What follows belongs to an exercise in optimizing a design on an open flow for a short achievable clock period and few clock cycles per item; a production flow would make more cautious choices. Function was checked by simulation only, so behaviour that the tests miss may differ from the original. Power and IR drop assume default switching activity.

===== design/flow/flow/run.sh =====
#!/bin/bash
# The standard layout (standard.sh) with these changes:
# - synthesis leaves Yosys's adders to ABC instead of mapping them to the
#   library's full/half-adder cells, and ABC maps for delay (structural choices, then its classic
#   mapper; flow/abc.script) instead of ORFS's speed script;
set -o pipefail
export ADDER_MAP_FILE=
export MY_ABC_SCRIPT=$PWD/flow/abc.script
# The standard flow's synthesis script with the ABC script replaced
{ head -n 1 synth_recipe.tcl
  cat <<'EOT'
proc abc {args} {
  set i [lsearch -exact $args -script]
  if {$i >= 0} { set args [lreplace $args $i [expr {$i + 1}] -script $::env(MY_ABC_SCRIPT)] }
  yosys abc {*}$args
}
EOT
  tail -n +2 synth_recipe.tcl; } > flow_synth.tcl
bash standard.sh SYNTH_SCRIPT=$PWD/flow_synth.tcl SETUP_SLACK_MARGIN=5 finish 2>&1 | tee standard.log

===== design/flow/flow/abc.script =====
strash
dch
map -D 300
buffer -c
topo
stime -c
upsize -c
dnsize -c

===== design/flow/standard.sh =====
#!/bin/bash
# synth_recipe.tcl (not shown) runs the flow's synth.tcl, then flattens the netlist and writes it again
# the make line also repeats each setting of config.mk as NAME=value (left out here)
make -C /OpenROAD-flow-scripts/flow DESIGN_CONFIG=/design/flow/config.mk WORK_HOME=/design/flow/orfs CLKGATE_MAP_FILE= SYNTH_SCRIPT=/design/flow/synth_recipe.tcl "${@:-finish}"

===== design/flow/config.mk =====
export PLATFORM = sky130hd
export DESIGN_NAME = cpu
export DESIGN_NICKNAME = cpu
export VERILOG_FILES = /design/flow/design.v
export SDC_FILE = /design/flow/constraint.sdc
export NUM_CORES = 8
export LEC_CHECK = 0
export CAP_MARGIN = 20
export CORE_MARGIN = 2
export CORE_UTILIZATION = 40
export PLACE_DENSITY = 0.7
export SETUP_SLACK_MARGIN = 5
export SLEW_MARGIN = 20
export SYNTH_HIERARCHICAL = 1

===== design/flow/constraint.sdc =====
create_clock -name core_clock -period 7.5 [get_ports {clk}]
set_input_delay 1.5000 -clock core_clock [delete_from_list [all_inputs] [get_ports {clk}]]
set_output_delay 1.5000 -clock core_clock [all_outputs]
set_load 0.01 [all_outputs]

===== design/flow/design.v =====
module cpu(clk, rst, imem_addr, imem_rdata, dmem_addr, dmem_rdata, dmem_we, dmem_wdata);
  input clk;
  input rst;
  output [9:0] imem_addr;
  input [31:0] imem_rdata;
  output [9:0] dmem_addr;
  input [31:0] dmem_rdata;
  output dmem_we;
  output [31:0] dmem_wdata;
  reg [31:0] RF [1:31];
  reg [31:0] wRes, w2Res;      
  reg [4:0] wDest;             
  reg [4:0] eDest;
  reg eSW, eK;
  wire [4:0] eDestV = eK ? 5'd0 : eDest;
  wire eSWV = eSW & ~eK;
  reg [15:0] bhtH, bhtL;
  integer k;
  reg uV, uInv;
  reg [3:0] uIdx;
  reg [9:0] PC;                 
  reg [9:0] PCn;                
  wire [31:0] fI = imem_rdata;
  wire fJ = fI[31:26] == 6'd2;
  wire fBr = fI[31:27] == 5'b00010;
  wire fInv = bhtH[PCn[3:0]];   
  wire fPT = fBr & (fI[15] ^ fInv);
  wire [9:0] fPC1 = PCn;
  wire [9:0] fBT, fBT1, fPC2, fJT1;
  add10c u_fbt(.a(PCn), .b(fI[9:0]), .ci(1'b0), .s(fBT));
  add10c u_fbt1(.a(PCn), .b(fI[9:0]), .ci(1'b1), .s(fBT1));
  add10c u_pc2(.a(PCn), .b(10'd0), .ci(1'b1), .s(fPC2));
  add10c u_jt1(.a(fI[9:0]), .b(10'd0), .ci(1'b1), .s(fJT1));
  wire [9:0] fNext0 = fJ ? fI[9:0] : fBr & fI[15] ? fBT : fPC1;
  wire [9:0] fNext1 = fJ ? fI[9:0] : fBr & ~fI[15] ? fBT : fPC1;
  wire [9:0] fNext = fInv ? fNext1 : fNext0;
  wire [9:0] fNextP0 = fJ ? fJT1 : fBr & fI[15] ? fBT1 : fPC2;
  wire [9:0] fNextP1 = fJ ? fJT1 : fBr & ~fI[15] ? fBT1 : fPC2;
  wire [9:0] fNextP = fInv ? fNextP1 : fNextP0;
  wire [9:0] fAlt = fInv ^ fI[15] ? fPC1 : fBT;
  wire [4:0] fRs = fI[25:21], fRt = fI[20:16];
  wire [31:0] fA0 = fRs[2:0] == 3'd0 ? 32'd0 : RF[{2'd0, fRs[2:0]}];
  wire [31:0] fA1 = RF[{2'd1, fRs[2:0]}], fA2 = RF[{2'd2, fRs[2:0]}], fA3 = RF[{2'd3, fRs[2:0]}];
  wire [31:0] fB0 = fRt[2:0] == 3'd0 ? 32'd0 : RF[{2'd0, fRt[2:0]}];
  wire [31:0] fB1 = RF[{2'd1, fRt[2:0]}], fB2 = RF[{2'd2, fRt[2:0]}], fB3 = RF[{2'd3, fRt[2:0]}];
  reg [31:0] dI;
  reg [31:0] dA0, dA1, dA2v, dA3v, dB0, dB1, dB2v, dB3v;
  reg dV, dPT, dA2, dA3, dB2, dB3;
  reg [3:0] gA, gB;            
  reg dStall;                  
  reg [9:0] dAlt, dAlt1;       
  reg [3:0] dIdx;
  wire [5:0] dOp = dI[31:26], dFn = dI[5:0];
  wire [4:0] dRs = dI[25:21], dRt = dI[20:16], dRd = dI[15:11];
  wire dR = dOp == 6'd0;
  wire dSLL = dR & dFn == 6'd0, dSRL = dR & dFn == 6'd2, dADD = dR & dFn == 6'd32,
       dSUB = dR & dFn == 6'd34, dAND = dR & dFn == 6'd36, dOR = dR & dFn == 6'd37,
       dNOR = dR & dFn == 6'd39;
  wire dADDI = dOp == 6'd8, dANDI = dOp == 6'd12, dORI = dOp == 6'd13,
       dLW = dOp == 6'd35, dSW = dOp == 6'd43, dBEQ = dOp == 6'd4, dBNE = dOp == 6'd5;
  wire dRW = dSLL | dSRL | dADD | dSUB | dAND | dOR | dNOR;
  wire dIW = dADDI | dANDI | dORI | dLW;
  wire [4:0] dDest = dRW ? dRd : dIW ? dRt : 5'd0;
  wire dImm = dADDI | dANDI | dORI;
  wire [31:0] dSimm = {{16{dI[15]}}, dI[15:0]};
  wire [31:0] dA = ({32{gA[0]}} & dA0) | ({32{gA[1]}} & dA1) | ({32{gA[2]}} & dA2v) | ({32{gA[3]}} & dA3v);
  wire [31:0] dB = ({32{gB[0]}} & dB0) | ({32{gB[1]}} & dB1) | ({32{gB[2]}} & dB2v) | ({32{gB[3]}} & dB3v);
  wire [31:0] dAv = dA2 ? wRes : dA3 ? w2Res : dA;
  wire [31:0] dBv = dB2 ? wRes : dB3 ? w2Res : dB;
  wire [9:0] dAddr;
  add10c u_addr(.a(dAv[9:0]), .b(dI[11:2]), .ci(1'b0), .s(dAddr));
  wire dMA = eDestV != 5'd0 & eDestV == dRs;
  wire dMB = eDestV != 5'd0 & eDestV == dRt;
  wire dGo = dV & ~dStall;
  wire fLW = fI[31:26] == 6'd35, fMem = fLW | fI[31:26] == 6'd43;
  wire fStall = (fMem & dGo & dDest != 5'd0 & dDest == fRs) | (fLW & dGo & dSW);
  reg eBeq, eBne, ePT, eSt;
  reg [3:0] eIdx;
  reg [9:0] eAlt, eAlt1, eAddr, mAddr;
  reg [31:0] eA, eB, eO2;      
  reg eSub;
  reg [4:0] eSh;
  reg sAdd, sAnd, sOr, sNor, sSll, sSrl, sLw;
  reg eZok, eZsh;              
  reg [31:0] eZm;              
  reg sWe;
  reg [31:0] sData;
  wire [32:0] sumx = {eA, 1'b1} + {eO2, eSub};
  wire [31:0] sum = sumx[32:1];
  wire [31:0] res = ({32{sAdd}} & sum) | ({32{sAnd}} & (eA & eO2)) | ({32{sOr}} & (eA | eO2))
                  | ({32{sNor}} & ~(eA | eO2)) | ({32{sSll}} & (eB << eSh))
                  | ({32{sSrl}} & (eB >> eSh)) | ({32{sLw}} & dmem_rdata);
  wire eEq = eA == eB;
  wire eBr = ~eK & (eBeq | eBne);
  wire eTaken = eBeq ? eEq : ~eEq;
  wire eMis = eBr & (eTaken ^ ePT);
  wire [31:0] eZv = eZsh ? eB & eZm : ({32{sAnd}} & (eA & eO2)) | ({32{sOr}} & (eA | eO2))
                                      | ({32{sNor}} & ~(eA | eO2));
  wire eZ = eZv == 32'd0;
  wire [4:0] dX = dRs == 5'd0 ? dRt : dRs;
  wire dEarly = dV & (dBEQ | dBNE) & ((dRs == 5'd0) ^ (dRt == 5'd0)) & eZok & eDestV == dX;
  wire dTakenE = dBEQ ? eZ : ~eZ;
  wire dMisE = dEarly & (dTakenE ^ dPT);
  wire [31:0] nA = dMA ? res : dAv;
  wire [31:0] nB = dMB ? res : dBv;
  assign imem_addr = PC;
  assign dmem_addr = mAddr;
  assign dmem_we = sWe;
  assign dmem_wdata = sData;
  always @(posedge clk) begin
    if(rst) begin
      PC <= 10'd0;
      PCn <= 10'd1;
      dV <= 1'b0;
      bhtH <= 16'd0;
      bhtL <= 16'd0;
      uV <= 1'b0;
      eDest <= 5'd0;
      eSW <= 1'b0;
      eBeq <= 1'b0;
      eBne <= 1'b0;
      eK <= 1'b0;
      dStall <= 1'b0;
      wDest <= 5'd0;
      sWe <= 1'b0;
    end else begin
      if(eMis) begin
        PC <= eAlt;
        PCn <= eAlt1;
        dV <= 1'b0;
      end else if(dMisE) begin
        PC <= dAlt;
        PCn <= dAlt1;
        dV <= 1'b0;
      end else if(~dStall) begin
        PC <= fNext;
        PCn <= fNextP;
        dV <= 1'b1;
      end
      for(k = 0; k < 16; k = k + 1)
        if(uV & uIdx == k) begin
          bhtH[k] <= uInv ? bhtH[k] | bhtL[k] : bhtH[k] & bhtL[k];
          bhtL[k] <= uInv ? ~bhtL[k] | bhtH[k] : ~bhtL[k] & bhtH[k];
        end
      uV <= eBr;
      eDest <= dGo ? dDest : 5'd0;
      eSW <= dGo & dSW;
      eBeq <= dGo & dBEQ;
      eBne <= dGo & dBNE;
      eK <= eMis;
      dStall <= ~eMis & ~dStall & fStall;
      wDest <= eDestV;
      sWe <= eSWV;
    end
    uIdx <= eIdx;
    uInv <= eTaken ^ eSt;
    if(~dStall) begin
      dI <= fI;
      dPT <= fPT;
      dAlt <= fAlt;
      dAlt1 <= fInv ^ fI[15] ? fPC2 : fBT1;
      dIdx <= PCn[3:0];
      gA <= 4'd1 << fI[25:24];
      gB <= 4'd1 << fI[20:19];
      dA0 <= fA0; dA1 <= fA1; dA2v <= fA2; dA3v <= fA3;
      dB0 <= fB0; dB1 <= fB1; dB2v <= fB2; dB3v <= fB3;
      dA2 <= eDestV != 5'd0 & eDestV == fRs;
      dB2 <= eDestV != 5'd0 & eDestV == fRt;
      dA3 <= wDest != 5'd0 & wDest == fRs;
      dB3 <= wDest != 5'd0 & wDest == fRt;
    end else begin
      dA0 <= dAv; dA1 <= dAv; dA2v <= dAv; dA3v <= dAv;
      dB0 <= dBv; dB1 <= dBv; dB2v <= dBv; dB3v <= dBv;
      dA2 <= dMA;
      dB2 <= dMB;
      dA3 <= 1'b0;
      dB3 <= 1'b0;
    end
    ePT <= dPT ^ dMisE;
    eSt <= dI[15];
    eIdx <= dIdx;
    eAlt <= dAlt;
    eAlt1 <= dAlt1;
    eAddr <= dAddr;
    mAddr <= eSWV ? eAddr : dAddr;
    eA <= nA;
    eB <= nB;
    eO2 <= dImm ? dSimm : nB ^ {32{dSUB}};
    eSub <= dSUB;
    eSh <= dI[10:6];
    sAdd <= dADD | dSUB | dADDI;
    sAnd <= dAND | dANDI;
    sOr <= dOR | dORI;
    sNor <= dNOR;
    sSll <= dSLL;
    sSrl <= dSRL;
    sLw <= dLW;
    eZok <= dSLL | dSRL | dAND | dANDI | dOR | dORI | dNOR;
    eZsh <= dSLL | dSRL;
    eZm <= dSLL ? 32'hffffffff >> dI[10:6] : 32'hffffffff << dI[10:6];
    sData <= eB;
    wRes <= res;
    w2Res <= wRes;
    if(wDest != 5'd0) RF[wDest] <= wRes;
  end
endmodule
module add10c(a, b, ci, s);
  input [9:0] a, b;
  input ci;
  output [9:0] s;
  wire [10:0] x = {a, 1'b1} + {b, ci};
  assign s = x[10:1];
endmodule

==> summary.txt, run 1 <==
PLACE
--------------------------------------------------------------------------------------
I/O Buffers .............................................................          118
Placement Setup Slack ...................................................      2900 ps
Placer Congestion .......................................................         1.03
HPWL after detailed placement ...........................................       191 mm

FLOORPLAN
--------------------------------------------------------------------------------------
Floorplan die width .....................................................       456 um
Area of the placeable core .............................................. 203000 sq um
Ports ...................................................................          119
Starting Density ........................................................        40.3%
Die outline area ........................................................ 208000 sq um
Total number of placement rows ..........................................          165
Chip height .............................................................       456 um

TIMING
--------------------------------------------------------------------------------------
Clock skew after layout .................................................      57.6 ps
Count of final setup violators ..........................................            0
Maximum clock frequency .................................................    0.353 GHz
Setup total negative slack ..............................................         0 ps
Final number of hold-violating endpoints ................................            0
Ratio of final minimum period to clock period ...........................        37.7%
Count of final max-slew check failures ..................................            0
RSZ-0062 raised after global routing ....................................          yes
Slew at the pin closest to its max-slew limit ...........................      1160 ps
Relative slew slack .....................................................        22.9%
Final Worst Setup Slack .................................................      4670 ps
Minimum clock period ....................................................      2830 ps

CLOCK NETWORK
--------------------------------------------------------------------------------------
Number of H-tree levels .................................................            4
Clock slew at the register clock pins of the worst setup and hold paths .        60 ps
TritonCTS clock tree ....................................................         done
Clk sink count ..........................................................         1677
CTS Buf Count ...........................................................          174
Worst skew pair latency .................................................       860 ps
Maximum number of buffers from clock root to sink .......................            3
Clk Tree Root Cell ...................................................... sky130_fd_sc_hd__clkbuf_16

GLOBAL ROUTE
--------------------------------------------------------------------------------------
Overall Global Routing Usage ............................................        32.2%
Layer with the highest usage after global routing .......................         met2
Global routing usage on met2 ............................................        47.1%
GRT Residual Overflow ...................................................            0
Antenna violations before repair ........................................           22
Wire length of the first global-routing pass ............................       499 mm
Via count of the first global-routing pass ..............................        74760
Maximum number of pins on one net before global-route repair ............          142
Met1 routing resource usage after global routing ........................        40.2%
Met3 capacity usage during global routing ...............................        9.44%

DETAILED ROUTING
--------------------------------------------------------------------------------------
Violation count after the first detailed-route iteration ................        14051
Detailed-router iteration count before antenna repair ...................            9
Total wire length after detailed routing ................................       360 mm
Via count ...............................................................        79986
Via-to-Cell Ratio .......................................................         6.68
Routed wirelength normalized by instance count ..........................      30.1 um
Residual DRC count ......................................................            0
Antenna Nets Post-Route .................................................            0

LOGIC SYNTHESIS
--------------------------------------------------------------------------------------
Area share of the largest cell type after synthesis .....................        38.9%
Most instantiated flip-flop cell in the synthesis netlist ............... sky130_fd_sc_hd__edfxtp_1
Synth Register Bits .....................................................         1677
Total number of yosys warnings ..........................................            7
Post-synthesis average cell area ........................................   9.12 sq um
Asr flop ratio synth ....................................................           0%
Yosys cell types ........................................................           86
Count of mapped cells out of synthesis ..................................         8949
Sequential area share after synthesis ...................................        54.1%
Post-Syn Area ...........................................................  81600 sq um
Cell accounting for the most synthesized area ........................... sky130_fd_sc_hd__edfxtp_1
Number of enable flip-flop cells after synthesis ........................         1057
Top cells by area in the synthesized netlist ............................ sky130_fd_sc_hd__edfxtp_1, sky130_fd_sc_hd__dfxtp_1, sky130_fd_sc_hd__o21ai_0

POWER AND IR DROP
--------------------------------------------------------------------------------------
Fraction of power spent switching nets ..................................        30.9%
Clock power frac ........................................................        36.0%
Combinational group share of total power ................................        20.1%
Internal power summed over all cells ....................................     0.0170 W
Worst VDD drop ..........................................................   0.000237 V
Leakage dissipation .....................................................      36.1 nW
Power density cells .....................................................  249 nW/um^2
Switching power total ...................................................    0.00761 W
Power share of the sequential group .....................................        43.9%

CELLS AND AREA
--------------------------------------------------------------------------------------
Top reg by flops ........................................................           RF
Flip-flop count of the largest register, all copies and words added .....          992
Layout cell share with drive strength beyond 1 ..........................        18.8%
Layout area overhead ....................................................        21.4%
Final layout net count ..................................................         9202

WORST SETUP PATH
--------------------------------------------------------------------------------------
Critical R2R Capture .................................................... PC[4]$_SDFFE_PP0P_
Worst R2R Setup Slack ...................................................      4750 ps
CP Buf/Inv Count ........................................................            1
Cell type of the slowest stage on the worst timing path ................. sky130_fd_sc_hd__dfxtp_4
Crit start category .....................................................    flip-flop
Critical path arrival ...................................................      1330 ps
Crit path capture type .................................................. primary output
Worst setup path category ...............................................   reg -> out
Longest individual stage delay on the worst path ........................       390 ps
Worst Path Required .....................................................      6000 ps
Startpoint of the worst register-to-register path ....................... eB[14]$_DFF_P_
Cell class contributing the biggest share of worst-path delay ...........   flip-flops
Length in cells of the worst reg-to-reg path ............................           11
Largest driver fanout on the critical path ..............................            2
Cell chain of the critical path .........................................        buf_6
Worst setup startpoint .................................................. PC[0]$_SDFFE_PP0P_

STATUS
--------------------------------------------------------------------------------------
Run status .............................................................. complete, no violations

WORST HOLD PATH
--------------------------------------------------------------------------------------
Startpoint of the worst hold path ....................................... eIdx[3]$_DFF_P_
Number of stages on the worst hold path .................................            0
Path type of the worst min-delay path ...................................   reg -> reg
Worst-case hold path end point .......................................... uIdx[3]$_DFF_P_

JOB
--------------------------------------------------------------------------------------
Max Cap Violations ......................................................            0

[how the worst max path moves through the flow]
stage | end | slack, ps | cells past startpoint
2_1_floorplan | PC[5]$_SDFFE_PP0P_ | 4550 | 10
3_3_place_gp | dA0[14]$_DFF_P_ | 2920 | 7
3_5_place_dp | dA0[3]$_DFF_P_ | 2900 | 7
4_1_cts | imem_addr[1] | 4640 | 1
5_1_grt | imem_addr[0] | 4650 | 1
6_report | imem_addr[0] | 4670 | 1
[cells in the mapped netlist, drive strengths merged (21+ instances only)]
library cell and n:
dfxtp 620, edfxtp 1057, o2111ai 21, o22ai 120, nand3b 27, nor2 1401
and2 31, nand3 249, or2 46, inv 463, o311ai 48, o211ai 165
clkbuf 548, a31o 148, o21ai 1337, nand2 1090, a22oi 138, nor3 36
a31oi 121, buf 79, nand4 135, o221ai 417, xor2 54, a21oi 384
[Yosys stat by module, one instance, submodules excluded]
module | cell area [sq um] | cells inside | flops+latches | copies in the design
cpu | 78300 | 8424 | 1677 | 1
add10c | 647 | 105 | 0 | 5
[through the flow]
step / instance area (sq um) / hold slack [ps] / util (%) / cells / total power (W)
floorplan: 83200 / 310 / - / 9008 / 0.0134
global placement: 85300 / 313 / 42.1 / 11299 / 0.0147
detailed placement: 85300 / 313 / 42.1 / 11299 / 0.0148
CTS: 96100 / 326 / 47.4 / 11839 / 0.0239
global route: 99100 / 329 / 48.9 / 11963 / 0.0252
finish: 99100 / 331 / 48.9 / 11969 / 0.0246
[per-layer routing]
layer	share of wire (%)	wire length [um]
met1	34	123000
met2	41	149000
met3	15	55000
met4	8.9	32000
met5	0.032	115
[repair_timing]
item / CTS / global route
resized for setup: 966 / 479
gates cloned: 52 / 20
hold buffers: 0 / 0
endpoints found under the setup margin: 1038 / 552
setup buffers: 161 / 100
pin swaps: 128 / 152
[final cells by class]
type,instances,area [sq um]
multi-input cells,6244,36600
repair buffers,555,6750
flip-flops and latches,1677,44400
diodes,10,25.0
repair inverters,12,98.8
clock inverters,83,951
fillers,17878,103000
well taps,2672,3340
clock buffers,244,4870
inverters,472,2040
[power groups by stage]
stage	clock network [W]	registers (W)	logic (W)
2_1_floorplan	0	0.0107	0.00267
3_3_place_gp	0	0.0109	0.00379
3_5_place_dp	0	0.0109	0.00383
4_1_cts	0.00883	0.0108	0.00428
5_1_grt	0.00921	0.0108	0.00520
6_report	0.00887	0.0108	0.00495
[worst reg2reg max path: stages (launching register included)]
cell	delay [ps]
sky130_fd_sc_hd__dfxtp_4	410
sky130_fd_sc_hd__clkinvlp_4	180
sky130_fd_sc_hd__nand2_1	100
sky130_fd_sc_hd__nand4_1	130
sky130_fd_sc_hd__nor3_2	240
sky130_fd_sc_hd__nand4_1	160
sky130_fd_sc_hd__buf_6	170
sky130_fd_sc_hd__nor2_4	150
sky130_fd_sc_hd__buf_4	170
sky130_fd_sc_hd__xnor3_1	500
sky130_fd_sc_hd__nand3_1	180
sky130_fd_sc_hd__a31oi_1	250
[cell families (layout without fill, tap and decap cells)]
family / count (synthesis) / in the layout / synth area share, %
and+or+nand+nor: 3045 / 3054 / 15.7
muxes: 3 / 3 / 0.0368
AOI/OAI and AO/OA: 3041 / 3041 / 23.9
buffers and inverters: 1099 / 1366 / 5.27
DFF: 1677 / 1677 / 54.1
adders and majority gates: 7 / 7 / 0.0859
other: 2 / 71 / 0.00921
xor gates and xnor gates: 75 / 78 / 0.822
[placed cells by master (no fill, tap or decap), types with 26 or more instances in the layout]
master / netlist / routed
sky130_fd_sc_hd__nand2_1: 1070 / 980
sky130_fd_sc_hd__o22ai_1: 118 / 117
sky130_fd_sc_hd__o21ai_1: 34 / 352
sky130_fd_sc_hd__nor2_1: 1347 / 1241
sky130_fd_sc_hd__buf_4: 10 / 254
sky130_fd_sc_hd__dfxtp_1: 620 / 507
sky130_fd_sc_hd__clkbuf_16: 0 / 193
sky130_fd_sc_hd__buf_12: 0 / 63
sky130_fd_sc_hd__clkbuf_1: 548 / 47
sky130_fd_sc_hd__nand3_2: 6 / 32
sky130_fd_sc_hd__dfxtp_4: 0 / 33
sky130_fd_sc_hd__nor2_2: 43 / 69
sky130_fd_sc_hd__edfxtp_1: 1057 / 1057
sky130_fd_sc_hd__o21ai_2: 10 / 53
sky130_fd_sc_hd__a22oi_1: 137 / 129
sky130_fd_sc_hd__o211ai_1: 159 / 159
sky130_fd_sc_hd__a31oi_1: 119 / 90
sky130_fd_sc_hd__inv_1: 451 / 427
sky130_fd_sc_hd__clkinv_2: 1 / 32
sky130_fd_sc_hd__conb_1: 2 / 61
sky130_fd_sc_hd__nor2_4: 11 / 92
sky130_fd_sc_hd__or2_2: 38 / 33
sky130_fd_sc_hd__a31o_2: 148 / 148
sky130_fd_sc_hd__a21oi_2: 17 / 59
sky130_fd_sc_hd__a21oi_1: 367 / 310
sky130_fd_sc_hd__nand4_1: 134 / 134
sky130_fd_sc_hd__nand3b_1: 26 / 26
sky130_fd_sc_hd__nand2_2: 20 / 91
sky130_fd_sc_hd__nand3_1: 243 / 209
sky130_fd_sc_hd__o21ai_0: 1293 / 923
sky130_fd_sc_hd__dfxtp_2: 0 / 80
sky130_fd_sc_hd__xor2_1: 54 / 52
sky130_fd_sc_hd__clkdlybuf4s50_1: 0 / 39
sky130_fd_sc_hd__o221ai_1: 412 / 402
sky130_fd_sc_hd__buf_16: 0 / 33
sky130_fd_sc_hd__o311ai_1: 3 / 40
sky130_fd_sc_hd__buf_6: 13 / 82
Testbench counts, summed over its fixed seeds: cycles 46,044, instructions 44,290.
==> run 2: changes to the inputs <==
--- a/design/flow/config.mk
+++ b/design/flow/config.mk
@@ -8,7 +8,6 @@
 export CAP_MARGIN = 20
 export CORE_MARGIN = 2
 export CORE_UTILIZATION = 40
-export PLACE_DENSITY = 0.7
 export SETUP_SLACK_MARGIN = 5
 export SLEW_MARGIN = 20
 export SYNTH_HIERARCHICAL = 1
==> run 2 against run 1 <==
Effect of this change:
- still clean on timing, DRC and antenna
- final cell count is 0.69% higher
- register-to-register slack about the same
- core utilization is 0.85 points higher
- sequential share of layout area down 0.75 points
- via count shrank 1.9%
- routed wire length up 1.7%
- first-iteration DRC count fell by 14%
- global-route usage grew 0.59 points
- worst setup slack worse by 26 ps
- fmax shrank 0.91%
- critical path depth unchanged
- critical endpoint is now imem_addr[1]
- largest cell class unchanged
- largest power group unchanged
==> summary.txt, run 2 <==
STATUS
--------------------------------------------------------------------------------------
Run status .............................................................. complete, no violations

CELLS AND AREA
--------------------------------------------------------------------------------------
Fill cell instance count of the final layout ............................        18213
Flip-flop count of the largest register, all copies and words added .....          992
Most frequent cells in the layout ....................................... sky130_fd_sc_hd__nor2_1, sky130_fd_sc_hd__edfxtp_1, sky130_fd_sc_hd__nand2_1
Top reg by flops ........................................................           RF
Most common library cell in the layout ignoring fill and taps ........... sky130_fd_sc_hd__nor2_1
Layout cell share with drive strength beyond 1 ..........................        21.0%
Post-layout instance area ............................................... 101000 sq um
Layout area overhead ....................................................        23.5%
Number of cells in the finished layout apart from fillers ...............        12052
Final layout net count ..................................................         9276

LOGIC SYNTHESIS
--------------------------------------------------------------------------------------
Dominant combinational cell family by area after synthesis .............. compound AO/OA/AOI/OAI gates
Asr flop ratio synth ....................................................           0%
Post-synthesis average cell area ........................................   9.12 sq um
Yosys cell types ........................................................           86
Cell accounting for the most synthesized area ........................... sky130_fd_sc_hd__edfxtp_1
Count of mapped cells out of synthesis ..................................         8949
Most frequently used cell type in the post-synthesis netlist ............ sky130_fd_sc_hd__nor2_1
Post-synth top cells .................................................... sky130_fd_sc_hd__nor2_1, sky130_fd_sc_hd__o21ai_0, sky130_fd_sc_hd__nand2_1
Simple-gate share of the synthesized area ...............................        15.7%
Sequential area share after synthesis ...................................        54.1%
Adder-cell share of the synthesized area ................................      0.0859%
Share of the synthesized area in compound gates (AO/OA/AOI/OAI) .........        23.9%
Top cells by area in the synthesized netlist ............................ sky130_fd_sc_hd__edfxtp_1, sky130_fd_sc_hd__dfxtp_1, sky130_fd_sc_hd__o21ai_0
Multiplexer area fraction after synthesis ...............................      0.0368%
Post-Syn Area ...........................................................  81600 sq um
Total number of yosys warnings ..........................................            7
Most instantiated flip-flop cell in the synthesis netlist ............... sky130_fd_sc_hd__edfxtp_1
Area share of the largest cell type after synthesis .....................        38.9%
Xor/xnor cell area share of the yosys netlist ...........................       0.822%
Synth Register Bits .....................................................         1677
Number of enable flip-flop cells after synthesis ........................         1057

FLOORPLAN
--------------------------------------------------------------------------------------
Starting Density ........................................................        40.3%
Die outline area ........................................................ 208000 sq um
Total number of placement rows ..........................................          165
Area of the placeable core .............................................. 203000 sq um
Chip height .............................................................       456 um
Ports ...................................................................          119
Floorplan die width .....................................................       456 um

TIMING
--------------------------------------------------------------------------------------
Minimum clock period ....................................................      2860 ps
Final number of hold-violating endpoints ................................            0
Slew at the pin closest to its max-slew limit ...........................      1220 ps
Count of final setup violators ..........................................            0
Setup total negative slack ..............................................         0 ps
RSZ-0062 raised after global routing ....................................          yes
Maximum clock frequency .................................................    0.350 GHz
Ratio of final minimum period to clock period ...........................        38.1%
Clock skew after layout .................................................      83.5 ps
Relative slew slack .....................................................        18.3%
Count of final max-slew check failures ..................................            0

GLOBAL ROUTE
--------------------------------------------------------------------------------------
Via count of the first global-routing pass ..............................        72875
Maximum number of pins on one net before global-route repair ............          153
Overall Global Routing Usage ............................................        32.7%
Antenna violations before repair ........................................           14
Wire length of the first global-routing pass ............................       504 mm
GRT Residual Overflow ...................................................            0

DETAILED ROUTING
--------------------------------------------------------------------------------------
Via count ...............................................................        78475
Routed wirelength normalized by instance count ..........................      30.4 um
Residual DRC count ......................................................            0
Detailed-router iteration count before antenna repair ...................            7
Violation count after the first detailed-route iteration ................        12105
Via-to-Cell Ratio .......................................................         6.51
Antenna Nets Post-Route .................................................            0
Total wire length after detailed routing ................................       366 mm

POWER AND IR DROP
--------------------------------------------------------------------------------------
Combinational group share of total power ................................        20.2%
Leakage dissipation .....................................................      36.8 nW
Fraction of power spent switching nets ..................................        30.4%
Worst VDD drop ..........................................................   0.000273 V
Internal power summed over all cells ....................................     0.0177 W
Power density cells .....................................................  252 nW/um^2
Power share of the sequential group .....................................        42.5%
Switching power total ...................................................    0.00771 W
Clock power frac ........................................................        37.3%

CLOCK NETWORK
--------------------------------------------------------------------------------------
TritonCTS clock tree ....................................................         done
CTS Buf Count ...........................................................          179
Clock slew at the register clock pins of the worst setup and hold paths .        60 ps
Clk Tree Root Cell ...................................................... sky130_fd_sc_hd__clkbuf_16
Clk sink count ..........................................................         1677
Number of H-tree levels .................................................            4
Maximum number of buffers from clock root to sink .......................            3
Worst skew pair latency .................................................       890 ps

PLACE
--------------------------------------------------------------------------------------
Placed cell area ........................................................  85500 sq um
HPWL after detailed placement ...........................................       198 mm
I/O Buffers .............................................................          118
Placer Congestion .......................................................         1.02
Placed cell count .......................................................        11315

WORST SETUP PATH
--------------------------------------------------------------------------------------
Cell class contributing the biggest share of worst-path delay ...........   flip-flops
Worst setup path category ...............................................   reg -> out
Largest driver fanout on the critical path ..............................            2
Longest individual stage delay on the worst path ........................       390 ps
CP Buf/Inv Count ........................................................            1
Crit path capture type .................................................. primary output
Cell chain of the critical path .........................................        buf_6
Worst Path Required .....................................................      6000 ps
Crit start category .....................................................    flip-flop
Cell type of the slowest stage on the worst timing path ................. sky130_fd_sc_hd__dfxtp_4
Critical path arrival ...................................................      1360 ps

WORST HOLD PATH
--------------------------------------------------------------------------------------
Path type of the worst min-delay path ...................................   reg -> reg

JOB
--------------------------------------------------------------------------------------
Max Cap Violations ......................................................            0

run 2: cell types whose count changed in the layout (fill, tap and decap cells not counted), moves of 11 or more:
cell                        delta
sky130_fd_sc_hd__buf_4        +47
sky130_fd_sc_hd__nand2_1      -33
sky130_fd_sc_hd__o21ai_0      -33
sky130_fd_sc_hd__o21ai_2      +18
sky130_fd_sc_hd__nand2_4      +17
sky130_fd_sc_hd__inv_1        -15
sky130_fd_sc_hd__buf_6        +14
sky130_fd_sc_hd__nand2_2      +14
sky130_fd_sc_hd__buf_12       +13
sky130_fd_sc_hd__clkbuf_16    +12
sky130_fd_sc_hd__nor2_1       -11
sky130_fd_sc_hd__o21ai_1      +11
run 2: what timing repair did:
action	4_1_cts	5_1_grt
resized for setup	972	677
buffers inserted	191	126
gates cloned	45	23
pin swaps	153	299
hold buffers	0	0
setup endpoints to repair	943	373
run 2: Yosys stat by module, one instance, submodules excluded:
module | cell area, sq um | times used
cpu | 78300 | 1
add10c | 647 | 5
run 2: through the flow:
step	setup slack, ps	hold WS, ps	util, %	power [W]
final	4640	327	49.8	0.0254
after global routing	4630	342	49.8	0.0261
after CTS	4610	332	47.8	0.0247
after detailed placement	3140	319	42.2	0.0149
after global placement	3140	313	42.2	0.0148
after floorplan	4550	310	-	0.0134
run 2: power by group through the flow:
stage                     clock [W]  sequential [W]  combinational [W]
final                       0.00946          0.0108            0.00513
after global routing        0.00987          0.0108            0.00542
after CTS                   0.00950          0.0107            0.00445
after detailed placement          0          0.0109            0.00397
after global placement            0          0.0109            0.00394
after floorplan                   0          0.0107            0.00267
run 2: cell type report:
class                           instances  area, sq um  share of cell area, %
Sequential cell                      1677        44400                   44.0
Multi-Input combinational cell       6247        37300                   37.0
Timing Repair Buffer                  624         7330                   7.27
Clock buffer                          259         5160                   5.12
Tap cell                             2672         3340                   3.32
Inverter                              472         2040                   2.03
Clock inverter                         81         1150                   1.14
Timing Repair inverter                  9         75.1                 0.0745
Antenna cell                           11         27.5                 0.0273
run 2: cells by family (layout without fill, tap and decap cells):
group                    Yosys count  count (layout)
adder cells (fa/ha/maj)            7               7
flip-flops                      1677            1677
multiplexers                       3               3
other                              2              72
XOR/XNOR                          75              78
buffers and inverters           1099            1445
AND/OR/NAND/NOR                 3045            3057
AO/OA/AOI/OAI                   3041            3041
run 2: metal layers:
layer | track usage (%) | part of all wire [%] | up-vias
li1 | - | - | 33247
met1 | 43.3 | 38 | 37928
met2 | 48.8 | 42 | 5915
met3 | 7.74 | 13 | 1375
met4 | 19.5 | 7.0 | 10
met5 | 0 | 0.021 | -
run 2: path summary, 6_finish.rpt:
path	start	end	slack [ps]	cells after the start
setup / recovery	PC[1]$_SDFFE_PP0P_	imem_addr[1]	4640	1
hold / removal	eIdx[1]$_DFF_P_	uIdx[1]$_DFF_P_	330	0
setup reg to reg	eB[14]$_DFF_P_	PCn[4]$_SDFFE_PP0P_	4740	15
hold reg to reg	eIdx[1]$_DFF_P_	uIdx[1]$_DFF_P_	330	0
==> run 3: changes to the inputs <==
--- a/design/flow/config.mk
+++ b/design/flow/config.mk
@@ -7,7 +7,7 @@
 export LEC_CHECK = 0
 export CAP_MARGIN = 20
 export CORE_MARGIN = 2
-export CORE_UTILIZATION = 40
+export CORE_UTILIZATION = 35
 export SETUP_SLACK_MARGIN = 5
 export SLEW_MARGIN = 20
 export SYNTH_HIERARCHICAL = 1
==> run 3 against run 2 <==
Effect of this change:
- highest routed layer unchanged
- largest cell class unchanged
- power is 1.6% lower
- clock skew down 37 ps
- area after synthesis stayed put
- non-clock buffer count down 14
- critical endpoint is now imem_addr[7]
- still clean on timing, DRC and antenna
==> summary.txt, run 3 <==
CLOCK NETWORK
--------------------------------------------------------------------------------------
Clock slew at the register clock pins of the worst setup and hold paths .        70 ps
Clk Tree Root Cell ...................................................... sky130_fd_sc_hd__clkbuf_16
Clk sink count ..........................................................         1677
TritonCTS clock tree ....................................................         done
CTS Buf Count ...........................................................          179
Count of hold-fix buffers inserted at cts ...............................            0
Maximum number of buffers from clock root to sink .......................            3
Number of H-tree levels .................................................            4
Worst skew pair latency .................................................       880 ps

WORST HOLD PATH
--------------------------------------------------------------------------------------
Path type of the worst min-delay path ...................................   reg -> reg

LOGIC SYNTHESIS
--------------------------------------------------------------------------------------
Cell accounting for the most synthesized area ........................... sky130_fd_sc_hd__edfxtp_1
Post-Syn Area ...........................................................  81600 sq um
Synth Register Bits .....................................................         1677
Post-synth top cells .................................................... sky130_fd_sc_hd__nor2_1, sky130_fd_sc_hd__o21ai_0, sky130_fd_sc_hd__nand2_1
Yosys cell types ........................................................           86
Number of enable flip-flop cells after synthesis ........................         1057
Asr flop ratio synth ....................................................           0%
Top cells by area in the synthesized netlist ............................ sky130_fd_sc_hd__edfxtp_1, sky130_fd_sc_hd__dfxtp_1, sky130_fd_sc_hd__o21ai_0
Total number of yosys warnings ..........................................            7
Most frequently used cell type in the post-synthesis netlist ............ sky130_fd_sc_hd__nor2_1
Most instantiated flip-flop cell in the synthesis netlist ............... sky130_fd_sc_hd__edfxtp_1
Area share of the largest cell type after synthesis .....................        38.9%
Sequential area share after synthesis ...................................        54.1%
Count of mapped cells out of synthesis ..................................         8949
Post-synthesis average cell area ........................................   9.12 sq um

CELLS AND AREA
--------------------------------------------------------------------------------------
Most common library cell in the layout ignoring fill and taps ........... sky130_fd_sc_hd__nor2_1
Final layout net count ..................................................         9265
Layout cell share with drive strength beyond 1 ..........................        20.3%
Layout area overhead ....................................................        22.9%
Flip-flop count of the largest register, all copies and words added .....          992
Sequential cell area in the final layout ................................  44400 sq um
Most frequent cells in the layout ....................................... sky130_fd_sc_hd__nor2_1, sky130_fd_sc_hd__edfxtp_1, sky130_fd_sc_hd__nand2_1
Top reg by flops ........................................................           RF
Multi-input logic area ..................................................  37000 sq um
Fill cell instance count of the final layout ............................        21892

WORST SETUP PATH
--------------------------------------------------------------------------------------
Cell class contributing the biggest share of worst-path delay ...........   flip-flops
Length in cells of the worst reg-to-reg path ............................           14
Largest driver fanout on the critical path ..............................            2
Crit start category .....................................................    flip-flop
Number of logic stages on the critical path including buffering .........            1
Critical R2R Capture .................................................... PC[2]$_SDFFE_PP0P_
Worst setup path category ...............................................   reg -> out
Startpoint of the worst register-to-register path ....................... eB[15]$_DFF_P_
Longest individual stage delay on the worst path ........................       390 ps
Critical path arrival ...................................................      1370 ps
CP Buf/Inv Count ........................................................            1
Worst Path Required .....................................................      6000 ps
Worst R2R Setup Slack ...................................................      4740 ps
Cell type of the slowest stage on the worst timing path ................. sky130_fd_sc_hd__dfxtp_4
Cell chain of the critical path .........................................        buf_6
Last element of the critical path ....................................... imem_addr[7]
Worst setup startpoint .................................................. PC[7]$_SDFFE_PP0P_
Crit path capture type .................................................. primary output

GLOBAL ROUTE
--------------------------------------------------------------------------------------
Maximum number of pins on one net before global-route repair ............          142
Overall Global Routing Usage ............................................        29.2%
Wire length of the first global-routing pass ............................       509 mm
Antenna violations before repair ........................................           24
GRT Residual Overflow ...................................................            0
Via count of the first global-routing pass ..............................        72054

TIMING
--------------------------------------------------------------------------------------
Relative slew slack .....................................................        23.9%
Setup total negative slack ..............................................         0 ps
Ratio of final minimum period to clock period ...........................        38.2%
Clock skew after layout .................................................      46.1 ps
Minimum clock period ....................................................      2870 ps
Maximum clock frequency .................................................    0.349 GHz
Final number of hold-violating endpoints ................................            0
RSZ-0062 raised after global routing ....................................          yes
Count of final max-slew check failures ..................................            0
Slew at the pin closest to its max-slew limit ...........................      1140 ps
Count of final setup violators ..........................................            0

FLOORPLAN
--------------------------------------------------------------------------------------
Total number of placement rows ..........................................          177
Area of the placeable core .............................................. 232000 sq um
Floorplan die width .....................................................       487 um
Die outline area ........................................................ 237000 sq um
Ports ...................................................................          119
Starting Density ........................................................        35.2%
Chip height .............................................................       487 um

DETAILED ROUTING
--------------------------------------------------------------------------------------
Via-to-Cell Ratio .......................................................         6.32
Detailed-router iteration count before antenna repair ...................            8
Routed wirelength normalized by instance count ..........................      30.4 um
Antenna Nets Post-Route .................................................            0
Via count ...............................................................        78459
Residual DRC count ......................................................            0
Total wire length after detailed routing ................................       377 mm
Violation count after the first detailed-route iteration ................        12086

PLACE
--------------------------------------------------------------------------------------
Placer Congestion .......................................................         1.00
I/O Buffers .............................................................          118
HPWL after detailed placement ...........................................       204 mm

POWER AND IR DROP
--------------------------------------------------------------------------------------
Power share of the sequential group .....................................        43.2%
PnR Total Power .........................................................     0.0250 W
Clock power frac ........................................................        36.3%
Leakage dissipation .....................................................      36.5 nW
Switching power total ...................................................    0.00772 W
Fraction of power spent switching nets ..................................        31.0%
Power density cells .....................................................  249 nW/um^2
Worst VDD drop ..........................................................   0.000275 V
Internal power summed over all cells ....................................     0.0172 W
Combinational group share of total power ................................        20.5%

JOB
--------------------------------------------------------------------------------------
Max Cap Violations ......................................................            0

STATUS
--------------------------------------------------------------------------------------
Run status .............................................................. complete, no violations

-- run 3: cells by family (layout without fill, tap and decap cells) --
logic type / Yosys count / in the layout / share of synthesized area (%)
AOI/OAI and AO/OA: 3041 / 3041 / 23.9
xor gates and xnor gates: 75 / 75 / 0.822
adders and majority gates: 7 / 7 / 0.0859
buffers and inverters: 1099 / 1431 / 5.27
DFF: 1677 / 1677 / 54.1
muxes: 3 / 3 / 0.0368
other: 2 / 73 / 0.00921
and+or+nand+nor: 3045 / 3057 / 15.7
-- run 3: per-stage QoR --
| stage | util [%] | instance area, sq um | std cells | worst slack, ps | hold slack, ps |
|---|---|---|---|---|---|
| after global routing | 43.2 | 100000 | 12396 | 4610 | 342 |
| after floorplan | - | 83200 | 9008 | 4550 | 310 |
| after CTS | 41.6 | 96500 | 12234 | 4590 | 330 |
| after detailed placement | 37.0 | 85900 | 11685 | 3080 | 312 |
| final | 43.2 | 100000 | 12407 | 4630 | 329 |
| after global placement | 37.0 | 85900 | 11685 | 3080 | 313 |
-- run 3: final cells by class --
| type | count | area share, % |
|---|---|---|
| diodes | 12 | 0.0299 |
| inverters | 472 | 2.09 |
| flip-flops and latches | 1677 | 44.2 |
| well taps | 3043 | 3.80 |
| clock buffers | 256 | 5.14 |
| repair inverters | 15 | 0.148 |
| multi-input cells | 6244 | 36.9 |
| repair buffers | 610 | 6.90 |
| clock inverters | 78 | 0.802 |
-- run 3: power groups by stage --
stage          Clock (W)  Combinational, W  Sequential, W
2_1_floorplan          0           0.00267         0.0107
3_3_place_gp           0           0.00396         0.0109
3_5_place_dp           0           0.00397         0.0109
4_1_cts          0.00908           0.00446         0.0107
5_1_grt          0.00944           0.00541         0.0108
6_report         0.00905           0.00513         0.0108
-- run 3: what timing repair did --
item                                    CTS  global route
endpoints found under the setup margin  853           563
pin swaps                               117           205
gates cloned                             39            28
resized for setup                       965           584
setup buffers                           176           133
-- run 3: per-module statistics from Yosys, one instance, submodules excluded --
module,area (sq um),copies in the design,flops+latches,cells
cpu,78300,1,1677,8424
add10c,647,5,0,105
-- run 3: how the worst min path moves through the flow --
stage,from,end,slack (ps),cells after the start
after floorplan,eIdx[0]$_DFF_P_,uIdx[0]$_DFF_P_,310,0
after global placement,eIdx[1]$_DFF_P_,uIdx[1]$_DFF_P_,310,0
after detailed placement,eIdx[0]$_DFF_P_,uIdx[0]$_DFF_P_,310,0
after CTS,eIdx[3]$_DFF_P_,uIdx[3]$_DFF_P_,330,0
after global routing,eIdx[2]$_DFF_P_,uIdx[2]$_DFF_P_,340,0
final,eIdx[3]$_DFF_P_,uIdx[3]$_DFF_P_,330,0
-- run 3: layer usage --
layer	share of wire, %	routed length [um]	vias up	GRT usage (%)
li1	-	-	33258	-
met1	38	142000	38023	38.3
met2	42	159000	5748	43.6
met3	13	48400	1414	7.14
met4	7.3	27700	16	17.7
met5	0.030	113	-	0
==> run 4: changes to the inputs <==
--- a/design/flow/config.mk
+++ b/design/flow/config.mk
@@ -7,7 +7,7 @@
 export LEC_CHECK = 0
 export CAP_MARGIN = 20
 export CORE_MARGIN = 2
-export CORE_UTILIZATION = 35
+export CORE_UTILIZATION = 30
 export SETUP_SLACK_MARGIN = 5
 export SLEW_MARGIN = 20
 export SYNTH_HIERARCHICAL = 1
==> run 4 against run 3 <==
Effect of this change:
- routed wire length fell by 0.71%
- power about the same
- combinational power rose by 1%
- clock skew grew 28 ps
- first-iteration DRC count increased by 5.2%
- hold slack got worse by 3.0 ps
- register-to-register slack worse by 40 ps
- clock power shrank 1%
- critical path depth unchanged
- critical path type unchanged
- largest power group unchanged
==> summary.txt, run 4 <==
STATUS
--------------------------------------------------------------------------------------
Run status .............................................................. complete, no violations

CELLS AND AREA
--------------------------------------------------------------------------------------
Post-layout instance area ............................................... 101000 sq um
Multi-input logic area ..................................................  37000 sq um
Layout cell share with drive strength beyond 1 ..........................        20.5%
Fill cell instance count of the final layout ............................        26410
Flip-flop count of the largest register, all copies and words added .....          992
Layout area overhead ....................................................        24.0%
Most frequent cells in the layout ....................................... sky130_fd_sc_hd__nor2_1, sky130_fd_sc_hd__edfxtp_1, sky130_fd_sc_hd__nand2_1
Top reg by flops ........................................................           RF
Most common library cell in the layout ignoring fill and taps ........... sky130_fd_sc_hd__nor2_1
Final layout net count ..................................................         9255
Sequential cell area in the final layout ................................  44400 sq um

CLOCK NETWORK
--------------------------------------------------------------------------------------
Clk Tree Root Cell ...................................................... sky130_fd_sc_hd__clkbuf_16
Clk sink count ..........................................................         1677
Count of hold-fix buffers inserted at cts ...............................            0
Clock slew at the register clock pins of the worst setup and hold paths .        60 ps
Worst skew pair latency .................................................       880 ps
Maximum number of buffers from clock root to sink .......................            3
TritonCTS clock tree ....................................................         done
CTS Buf Count ...........................................................          182
Number of H-tree levels .................................................            4

LOGIC SYNTHESIS
--------------------------------------------------------------------------------------
Count of mapped cells out of synthesis ..................................         8949
Xor/xnor cell area share of the yosys netlist ...........................       0.822%
Synth Register Bits .....................................................         1677
Share of the synthesized area in compound gates (AO/OA/AOI/OAI) .........        23.9%
Most frequently used cell type in the post-synthesis netlist ............ sky130_fd_sc_hd__nor2_1
Dominant combinational cell family by area after synthesis .............. compound AO/OA/AOI/OAI gates
Top cells by area in the synthesized netlist ............................ sky130_fd_sc_hd__edfxtp_1, sky130_fd_sc_hd__dfxtp_1, sky130_fd_sc_hd__o21ai_0
Post-synthesis average cell area ........................................   9.12 sq um
Asr flop ratio synth ....................................................           0%
Cell accounting for the most synthesized area ........................... sky130_fd_sc_hd__edfxtp_1
Total number of yosys warnings ..........................................            7
Simple-gate share of the synthesized area ...............................        15.7%
Yosys cell types ........................................................           86
Most instantiated flip-flop cell in the synthesis netlist ............... sky130_fd_sc_hd__edfxtp_1
Sequential area share after synthesis ...................................        54.1%
Area share of the largest cell type after synthesis .....................        38.9%
Post-synth top cells .................................................... sky130_fd_sc_hd__nor2_1, sky130_fd_sc_hd__o21ai_0, sky130_fd_sc_hd__nand2_1
Number of enable flip-flop cells after synthesis ........................         1057
Multiplexer area fraction after synthesis ...............................      0.0368%
Adder-cell share of the synthesized area ................................      0.0859%
Post-Syn Area ...........................................................  81600 sq um

GLOBAL ROUTE
--------------------------------------------------------------------------------------
Wire length of the first global-routing pass ............................       512 mm
Via count of the first global-routing pass ..............................        72509
Overall Global Routing Usage ............................................        24.9%
Antenna violations before repair ........................................           26
Maximum number of pins on one net before global-route repair ............          156
GRT Residual Overflow ...................................................            0

FLOORPLAN
--------------------------------------------------------------------------------------
Chip height .............................................................       525 um
Floorplan die width .....................................................       525 um
Ports ...................................................................          119
Starting Density ........................................................        30.2%
Total number of placement rows ..........................................          191
Area of the placeable core .............................................. 271000 sq um
Die outline area ........................................................ 276000 sq um

POWER AND IR DROP
--------------------------------------------------------------------------------------
Internal power summed over all cells ....................................     0.0173 W
Leakage dissipation .....................................................      36.5 nW
Power share of the sequential group .....................................        43.4%
Switching power total ...................................................    0.00771 W
Fraction of power spent switching nets ..................................        30.9%
Combinational group share of total power ................................        20.8%
Power density cells .....................................................  247 nW/um^2
Worst VDD drop ..........................................................   0.000188 V
Clock power frac ........................................................        35.9%

TIMING
--------------------------------------------------------------------------------------
Slew at the pin closest to its max-slew limit ...........................      1160 ps
Final number of hold-violating endpoints ................................            0
Relative slew slack .....................................................        22.8%
Maximum clock frequency .................................................    0.353 GHz
Ratio of final minimum period to clock period ...........................        37.7%
Minimum clock period ....................................................      2830 ps
Count of final max-slew check failures ..................................            0
RSZ-0062 raised after global routing ....................................          yes
Setup total negative slack ..............................................         0 ps
Count of final setup violators ..........................................            0
Clock skew after layout .................................................      74.0 ps

PLACE
--------------------------------------------------------------------------------------
I/O Buffers .............................................................          118
HPWL after detailed placement ...........................................       202 mm
Placed cell area ........................................................  86600 sq um
Placer Congestion .......................................................         1.01

WORST SETUP PATH
--------------------------------------------------------------------------------------
Worst Path Required .....................................................      6000 ps
Worst setup path category ...............................................   reg -> out
Cell chain of the critical path .........................................        buf_6
CP Buf/Inv Count ........................................................            1
Cell type of the slowest stage on the worst timing path ................. sky130_fd_sc_hd__dfxtp_4
Longest individual stage delay on the worst path ........................       360 ps
Critical path arrival ...................................................      1330 ps
Crit start category .....................................................    flip-flop
Largest driver fanout on the critical path ..............................            2
Crit path capture type .................................................. primary output
Cell class contributing the biggest share of worst-path delay ...........   flip-flops

DETAILED ROUTING
--------------------------------------------------------------------------------------
Via count ...............................................................        78852
Detailed-router iteration count before antenna repair ...................           10
Total wire length after detailed routing ................................       374 mm
Routed wirelength normalized by instance count ..........................      29.0 um
Violation count after the first detailed-route iteration ................        12711
Residual DRC count ......................................................            0
Antenna Nets Post-Route .................................................            0
Via-to-Cell Ratio .......................................................         6.10

JOB
--------------------------------------------------------------------------------------
Max Cap Violations ......................................................            0

WORST HOLD PATH
--------------------------------------------------------------------------------------
Path type of the worst min-delay path ...................................   reg -> reg

-- run 4: cell types whose count changed in the layout (fill, tap and decap cells not counted), sizes merged, moves of 2 or more --
cell           delta
dlygate4sd2       +2
nand2             -2
buf              -12
bufbuf            +2
clkinvlp          -5
clkbuf           +11
clkdlybuf4s50     -3
-- run 4: cells by family (layout without fill, tap and decap cells) --
family / after synthesis / count (layout)
AND/OR/NAND/NOR: 3045 / 3054
adder cells (fa/ha/maj): 7 / 7
other: 2 / 74
XOR/XNOR: 75 / 75
multiplexers: 3 / 3
AO/OA/AOI/OAI: 3041 / 3041
buffers and inverters: 1099 / 1427
flip-flops: 1677 / 1677
-- run 4: repair_timing --
item	in CTS	in global routing
cloned	48	24
setup buffers	174	113
pin swaps	104	259
gates resized for setup	955	683
endpoints found under the setup margin	908	400
-- run 4: final cells by class --
cell class | count | share of cell area [%]
Antenna cell | 13 | 0.0322
Multi-Input combinational cell | 6241 | 36.6
Sequential cell | 1677 | 43.9
Timing Repair Buffer | 601 | 7.08
Clock inverter | 73 | 0.723
Timing Repair inverter | 14 | 0.124
Inverter | 472 | 2.03
Clock buffer | 267 | 5.11
Tap cell | 3570 | 4.42
-- run 4: path summary, 6_finish.rpt --
check	startpoint	to	slack, ps	cells past startpoint
worst max register to register	eSh[0]$_DFF_P_	eO2[31]$_DFF_P_	4700	14
worst min-delay path	eIdx[2]$_DFF_P_	uIdx[2]$_DFF_P_	330	0
worst max-delay path	PC[0]$_SDFFE_PP0P_	imem_addr[0]	4670	1
worst min register to register	eIdx[2]$_DFF_P_	uIdx[2]$_DFF_P_	330	0
-- run 4: Yosys stat by module (local to each module, per instance) --
module  cells inside  cell area (sq um)
add10c           105                647
cpu             8424              78300
-- run 4: through the flow --
stage	cells	setup slack [ps]	hold slack (ps)	power, W	utilization [%]
after floorplan	9008	4550	310	0.0134	-
after global placement	12216	3110	314	0.0148	32.0
after detailed placement	12216	3150	315	0.0149	32.0
after CTS	12778	4630	326	0.0242	36.0
after global routing	12921	4650	343	0.0257	37.4
final	12928	4670	326	0.0250	37.4
-- run 4: routing by layer --
layer  part of all wire, %  vias to the layer above  global-route usage [%]
met2                    43                     5962                    37.2
met4                   7.6                       24                    16.2
met5                 0.059                        -                       0
met3                    12                     1364                    5.49
met1                    37                    38270                    32.5
li1                      -                    33232                       -
-- run 4: power by group through the flow --
stage          logic (W)  clock network (W)  registers, W
2_1_floorplan    0.00267                  0        0.0107
5_1_grt          0.00546            0.00935        0.0109
4_1_cts          0.00442            0.00898        0.0108
3_3_place_gp     0.00391                  0        0.0109
3_5_place_dp     0.00392                  0        0.0109
6_report         0.00518            0.00895        0.0108
==> run 5: changes to the inputs <==
--- a/design/flow/config.mk
+++ b/design/flow/config.mk
@@ -8,6 +8,7 @@
 export CAP_MARGIN = 20
 export CORE_MARGIN = 2
 export CORE_UTILIZATION = 30
+export PLACE_DENSITY = 0.7
 export SETUP_SLACK_MARGIN = 5
 export SLEW_MARGIN = 20
 export SYNTH_HIERARCHICAL = 1
==> run 5 against run 4 <==
Effect of this change:
- via count down 1.1%
- synthesized cell count unchanged
- largest cell class unchanged
- fmax down 1.1%
- still clean
- hold slack about the same
- critical endpoint is now imem_addr[5]
- global-route usage down 2.1 points
- cell area down 1.8%
- worst setup slack worse by 30 ps
- power down 2.7%
==> summary.txt, run 5 <==
TIMING
--------------------------------------------------------------------------------------
Final number of hold-violating endpoints ................................            0
Setup total negative slack ..............................................         0 ps
Minimum clock period ....................................................      2860 ps
Ratio of final minimum period to clock period ...........................        38.1%
Slew at the pin closest to its max-slew limit ...........................      1170 ps
Count of final setup violators ..........................................            0
Maximum clock frequency .................................................    0.350 GHz
Clock skew after layout .................................................      88.6 ps
Relative slew slack .....................................................        21.7%
RSZ-0062 raised after global routing ....................................          yes
Count of final max-slew check failures ..................................            0

CELLS AND AREA
--------------------------------------------------------------------------------------
Utilization after layout ................................................        36.7%
Layout cell share with drive strength beyond 1 ..........................        18.2%
Final layout net count ..................................................         9166
Most frequent cells in the layout ....................................... sky130_fd_sc_hd__nor2_1, sky130_fd_sc_hd__edfxtp_1, sky130_fd_sc_hd__nand2_1
Layout area overhead ....................................................        21.8%
Top reg by flops ........................................................           RF
Post-layout instance area ...............................................  99400 sq um
Most common library cell in the layout ignoring fill and taps ........... sky130_fd_sc_hd__nor2_1
Number of cells in the finished layout apart from fillers ...............        12837
Flip-flop count of the largest register, all copies and words added .....          992

FLOORPLAN
--------------------------------------------------------------------------------------
Area of the placeable core .............................................. 271000 sq um
Ports ...................................................................          119
Chip height .............................................................       525 um
Floorplan die width .....................................................       525 um
Die outline area ........................................................ 276000 sq um
Starting Density ........................................................        30.2%
Total number of placement rows ..........................................          191

WORST SETUP PATH
--------------------------------------------------------------------------------------
Cell chain of the critical path .........................................        buf_6
Worst Path Required .....................................................      6000 ps
Crit start category .....................................................    flip-flop
Worst R2R Setup Slack ...................................................      4860 ps
Longest individual stage delay on the worst path ........................       370 ps
CP Buf/Inv Count ........................................................            1
Worst setup path category ...............................................   reg -> out
Critical path arrival ...................................................      1360 ps
Crit path capture type .................................................. primary output
Cell type of the slowest stage on the worst timing path ................. sky130_fd_sc_hd__dfxtp_2
Largest driver fanout on the critical path ..............................            2
Cell class contributing the biggest share of worst-path delay ...........   flip-flops

DETAILED ROUTING
--------------------------------------------------------------------------------------
Total wire length after detailed routing ................................       345 mm
Violation count after the first detailed-route iteration ................        13584
Detailed-router iteration count before antenna repair ...................           10
Via-to-Cell Ratio .......................................................         6.07
Via count ...............................................................        77967
Routed wirelength normalized by instance count ..........................      26.9 um
Antenna Nets Post-Route .................................................            0
Residual DRC count ......................................................            0

PLACE
--------------------------------------------------------------------------------------
I/O Buffers .............................................................          118
Placer Congestion .......................................................         1.05
Placed cell area ........................................................  86500 sq um
HPWL after detailed placement ...........................................       184 mm
Placed cell count .......................................................        12198

GLOBAL ROUTE
--------------------------------------------------------------------------------------
Antenna violations before repair ........................................           12
Via count of the first global-routing pass ..............................        69520
GRT Residual Overflow ...................................................            0
Wire length of the first global-routing pass ............................       473 mm
Overall Global Routing Usage ............................................        22.8%
Maximum number of pins on one net before global-route repair ............          164

LOGIC SYNTHESIS
--------------------------------------------------------------------------------------
Post-synth top cells .................................................... sky130_fd_sc_hd__nor2_1, sky130_fd_sc_hd__o21ai_0, sky130_fd_sc_hd__nand2_1
Post-Syn Area ...........................................................  81600 sq um
Yosys cell types ........................................................           86
Post-synthesis average cell area ........................................   9.12 sq um
Total number of yosys warnings ..........................................            7
Asr flop ratio synth ....................................................           0%
Multiplexer area fraction after synthesis ...............................      0.0368%
Synth Register Bits .....................................................         1677
Count of mapped cells out of synthesis ..................................         8949
Dominant combinational cell family by area after synthesis .............. compound AO/OA/AOI/OAI gates
Xor/xnor cell area share of the yosys netlist ...........................       0.822%
Most frequently used cell type in the post-synthesis netlist ............ sky130_fd_sc_hd__nor2_1
Simple-gate share of the synthesized area ...............................        15.7%
Share of the synthesized area in compound gates (AO/OA/AOI/OAI) .........        23.9%
Adder-cell share of the synthesized area ................................      0.0859%
Most instantiated flip-flop cell in the synthesis netlist ............... sky130_fd_sc_hd__edfxtp_1
Sequential area share after synthesis ...................................        54.1%
Cell accounting for the most synthesized area ........................... sky130_fd_sc_hd__edfxtp_1
Number of enable flip-flop cells after synthesis ........................         1057
Top cells by area in the synthesized netlist ............................ sky130_fd_sc_hd__edfxtp_1, sky130_fd_sc_hd__dfxtp_1, sky130_fd_sc_hd__o21ai_0
Area share of the largest cell type after synthesis .....................        38.9%

CLOCK NETWORK
--------------------------------------------------------------------------------------
Number of H-tree levels .................................................            4
Count of hold-fix buffers inserted at cts ...............................            0
Clock slew at the register clock pins of the worst setup and hold paths .        60 ps
TritonCTS clock tree ....................................................         done
Clk sink count ..........................................................         1677
CTS Buf Count ...........................................................          176
Worst skew pair latency .................................................       890 ps
Clk Tree Root Cell ...................................................... sky130_fd_sc_hd__clkbuf_16
Maximum number of buffers from clock root to sink .......................            3

POWER AND IR DROP
--------------------------------------------------------------------------------------
Power density cells .....................................................  244 nW/um^2
Leakage dissipation .....................................................      35.7 nW
Worst VDD drop ..........................................................   0.000220 V

JOB
--------------------------------------------------------------------------------------
Max Cap Violations ......................................................            0

STATUS
--------------------------------------------------------------------------------------
Run status .............................................................. complete, no violations

WORST HOLD PATH
--------------------------------------------------------------------------------------
Path type of the worst min-delay path ...................................   reg -> reg

run 5: cell counts after synthesis:
No cell type changed its count.
run 5: path summary, 6_finish.rpt:
check | startpoint | end | cells past startpoint
max | PC[5]$_SDFFE_PP0P_ | imem_addr[5] | 1
min reg2reg | eIdx[2]$_DFF_P_ | uIdx[2]$_DFF_P_ | 0
min | eIdx[2]$_DFF_P_ | uIdx[2]$_DFF_P_ | 0
max reg2reg | dA2$_DFF_P_ | dA2v[10]$_DFF_P_ | 7
run 5: logic make-up after synthesis:
family | Yosys count
XOR/XNOR | 75
other | 2
buffers and inverters | 1099
AO/OA/AOI/OAI | 3041
AND/OR/NAND/NOR | 3045
flip-flops | 1677
multiplexers | 3
adder cells (fa/ha/maj) | 7
run 5: metal layers:
metal | track usage (%) | wire, um | vias to the layer above
met5 | 0 | 66 | -
met1 | 29.1 | 121000 | 36684
met3 | 6.21 | 52400 | 1529
li1 | - | - | 33007
met2 | 33.5 | 143000 | 6739
met4 | 15.8 | 28400 | 8
run 5: cell type report:
type	count	area, sq um
diodes	12	30.0
clock buffers	266	4990
clock inverters	67	767
fillers	26271	171000
inverters	472	2050
multi-input cells	6243	36400
flip-flops and latches	1677	44400
well taps	3570	4470
repair buffers	519	6190
repair inverters	11	90.1
run 5: power by group:
part           internal, W  switching, W
registers           0.0103      0.000495
clock network      0.00483       0.00390
logic              0.00170       0.00307
total               0.0168       0.00747
run 5: Yosys stat by module, one instance, submodules excluded:
module | times used | flops+latches
cpu | 1 | 1677
add10c | 5 | 0
run 5: through the flow:
step           total power [W]  hold WS (ps)  setup slack (ps)
6_report                0.0243           326              4640
2_1_floorplan           0.0134           310              4550
3_3_place_gp            0.0147           313              3170
4_1_cts                 0.0236           327              4600
5_1_grt                 0.0249           331              4620
3_5_place_dp            0.0147           315              3190
run 5: timing repair:
item	CTS	global route
pin swaps	80	166
buffers inserted	106	123
gates cloned	40	25
gates resized for setup	810	573
setup endpoints to repair	986	457
==> run 6: changes to the inputs <==
--- a/design/flow/config.mk
+++ b/design/flow/config.mk
@@ -7,8 +7,7 @@
 export LEC_CHECK = 0
 export CAP_MARGIN = 20
 export CORE_MARGIN = 2
-export CORE_UTILIZATION = 30
-export PLACE_DENSITY = 0.7
+export CORE_UTILIZATION = 25
 export SETUP_SLACK_MARGIN = 5
 export SLEW_MARGIN = 20
 export SYNTH_HIERARCHICAL = 1
==> run 6 against run 5 <==
Effect of this change:
- combinational power grew 6.5%
- critical endpoint is now dA2v[11]$_DFF_P_
- via count is 1.3% lower
- area after synthesis did not move
- still clean
==> summary.txt, run 6 <==
LOGIC SYNTHESIS
----------------------------------------------------------------------------
Post-synth top cells .......................................... sky130_fd_sc_hd__nor2_1, sky130_fd_sc_hd__o21ai_0, sky130_fd_sc_hd__nand2_1
Post-Syn Area .................................................  81600 sq um
Count of mapped cells out of synthesis ........................         8949
Synth Register Bits ...........................................         1677
Sequential area share after synthesis .........................        54.1%
Most frequently used cell type in the post-synthesis netlist .. sky130_fd_sc_hd__nor2_1
Yosys cell types ..............................................           86
Total number of yosys warnings ................................            7
Area share of the largest cell type after synthesis ...........        38.9%
Asr flop ratio synth ..........................................           0%

CLOCK NETWORK
----------------------------------------------------------------------------
Clk Tree Root Cell ............................................ sky130_fd_sc_hd__clkbuf_16
Number of H-tree levels .......................................            4

FLOORPLAN
----------------------------------------------------------------------------
Chip height ...................................................       575 um
Area of the placeable core .................................... 325000 sq um
Die outline area .............................................. 331000 sq um

STATUS
----------------------------------------------------------------------------
Run status .................................................... complete, no violations

GLOBAL ROUTE
----------------------------------------------------------------------------
Layer with the highest usage after global routing .............         met2
Via count of the first global-routing pass ....................        69764
Wire length of the first global-routing pass ..................       501 mm
Antenna violations before repair ..............................           17
Met3 capacity usage during global routing .....................        4.46%
Global routing usage on met2 ..................................        30.8%
Maximum number of pins on one net before global-route repair ..           98
GRT Residual Overflow .........................................            0

WORST SETUP PATH
----------------------------------------------------------------------------
Worst Path Required ...........................................      8270 ps
Critical path arrival .........................................      3650 ps
Cell chain of the critical path ............................... buf_4, clkinv_16, buf_16, buf_6, o21ai_0, nor2_1, a21oi_1, nand2_1, nand2_1
Crit path capture type ........................................    flip-flop
Cell class contributing the biggest share of worst-path delay . compound AO/OA/AOI/OAI gates
Longest individual stage delay on the worst path ..............       890 ps
Crit start category ...........................................    flip-flop

DETAILED ROUTING
----------------------------------------------------------------------------
Residual DRC count ............................................            0
Detailed-router iteration count before antenna repair .........            9

CELLS AND AREA
----------------------------------------------------------------------------
Utilization after layout ......................................        31.5%
Most frequent cells in the layout ............................. sky130_fd_sc_hd__nor2_1, sky130_fd_sc_hd__edfxtp_1, sky130_fd_sc_hd__nand2_1
Top reg by flops ..............................................           RF
Layout cell share with drive strength beyond 1 ................        20.7%
Number of cells in the finished layout apart from fillers .....        13647
Layout area overhead ..........................................        25.3%

POWER AND IR DROP
----------------------------------------------------------------------------
Power density cells ...........................................  244 nW/um^2

JOB
----------------------------------------------------------------------------
Max Cap Violations ............................................            0

TIMING
----------------------------------------------------------------------------
Ratio of final minimum period to clock period .................        38.4%
Final Worst Setup Slack .......................................      4620 ps
Count of final setup violators ................................            0

PLACE
----------------------------------------------------------------------------
I/O Buffers ...................................................          118
Placement Setup Slack .........................................      3140 ps
HPWL after detailed placement .................................       198 mm
Placer Congestion .............................................         1.01

WORST HOLD PATH
----------------------------------------------------------------------------
Path type of the worst min-delay path .........................   reg -> reg

==> run 6: worst max path at each step <==
| stage | depth (start not counted) | end | start | slack, ps |
|---|---|---|---|---|
| finish | 9 | dA2v[11]$_DFF_P_ | dA3$_SDFF_PP0_ | 4620 |
| global route | 1 | imem_addr[4] | PC[4]$_SDFFE_PP0P_ | 4630 |
| CTS | 1 | imem_addr[4] | PC[4]$_SDFFE_PP0P_ | 4620 |
| detailed placement | 10 | PC[9]$_SDFFE_PP0P_ | imem_rdata[29] | 3140 |
| global placement | 11 | PC[1]$_SDFFE_PP0P_ | sOr$_DFF_P_ | 3160 |
| floorplan | 10 | PC[5]$_SDFFE_PP0P_ | imem_rdata[28] | 4550 |
==> run 6: layout make-up <==
class,count,area (sq um)
multi-input cells,6242,37100
inverters,472,2060
repair inverters,11,101
well taps,4325,5410
clock buffers,252,5090
diodes,7,17.5
flip-flops and latches,1677,44400
repair buffers,576,7050
fillers,33064,222000
clock inverters,85,955
==> run 6: cell families (layout without fill, tap and decap cells) <==
logic type | after synthesis | after routing | share of synthesized area [%]
adder cells (fa/ha/maj) | 7 | 7 | 0.0859
AO/OA/AOI/OAI | 3041 | 3041 | 23.9
buffers and inverters | 1099 | 1396 | 5.27
flip-flops | 1677 | 1677 | 54.1
AND/OR/NAND/NOR | 3045 | 3055 | 15.7
XOR/XNOR | 75 | 75 | 0.822
other | 2 | 68 | 0.00921
multiplexers | 3 | 3 | 0.0368
==> run 6: repair_timing <==
action / CTS / global route
pin swaps: 105 / 260
cloned: 38 / 25
buffers inserted: 113 / 153
setup endpoints to repair: 845 / 515
gates resized for setup: 1000 / 700
==> run 6: layer usage <==
metal,vias up,share of wire (%)
li1,33147,-
met1,37179,38
met5,-,0.019
met2,5332,43
met4,12,7.1
met3,1247,12
==> run 6: per-stage QoR <==
step / hold slack [ps] / instance area [sq um]
after CTS: 331 / 97900
after detailed placement: 320 / 87600
after global routing: 341 / 102000
after global placement: 313 / 87600
after floorplan: 310 / 83200
final: 327 / 102000
==> run 6: modules after synthesis, one instance, submodules excluded <==
module,cell area (sq um),flip-flops and latches,cells inside
add10c,647,0,105
cpu,78300,1677,8424
==> run 6: power by group <==
| part | total (W) | switching, W | leakage [nW] | internal [W] |
|---|---|---|---|---|
| Combinational | 0.00508 | 0.00324 | 18.4 | 0.00184 |
| Clock | 0.00910 | 0.00399 | 2.94 | 0.00511 |
| Sequential | 0.0108 | 0.000475 | 15.2 | 0.0103 |
| Total | 0.0250 | 0.00771 | 36.5 | 0.0173 |

-- static timing again, ports no longer ideal --
How much do the figures lean on ideal ports? The routed layouts below were timed once more, with nothing changed but the port constraints.
Step 1: set_driving_cell puts a clkbuf_16 on clk and a buf_2 on each other input, an assumption about the parent block.
Step 2 also shifts input and output timing later by t, the mid clock arrival at the registers, as if the neighbouring blocks saw the same clock.
Slacks: ideal ports / drivers / drivers and shift; pairs: ideal ports / drivers.
| run | shift t [ns] | setup WS [ns] |
|---|---|---|
| run 1 | 0.931 | 4.670 / 4.572 / 3.710 |
| run 2 | 0.940 | 4.644 / 4.556 / 3.810 |
| run 3 | 0.955 | 4.632 / 4.530 / 3.710 |
| run 4 | 0.926 | 4.671 / 4.588 / 3.805 |
| run 5 | 0.949 | 4.641 / 4.542 / 3.809 |
| run 6 | 0.911 | 4.619 / 4.590 / 3.928 |
After both steps setup and hold are still met in every run listed.
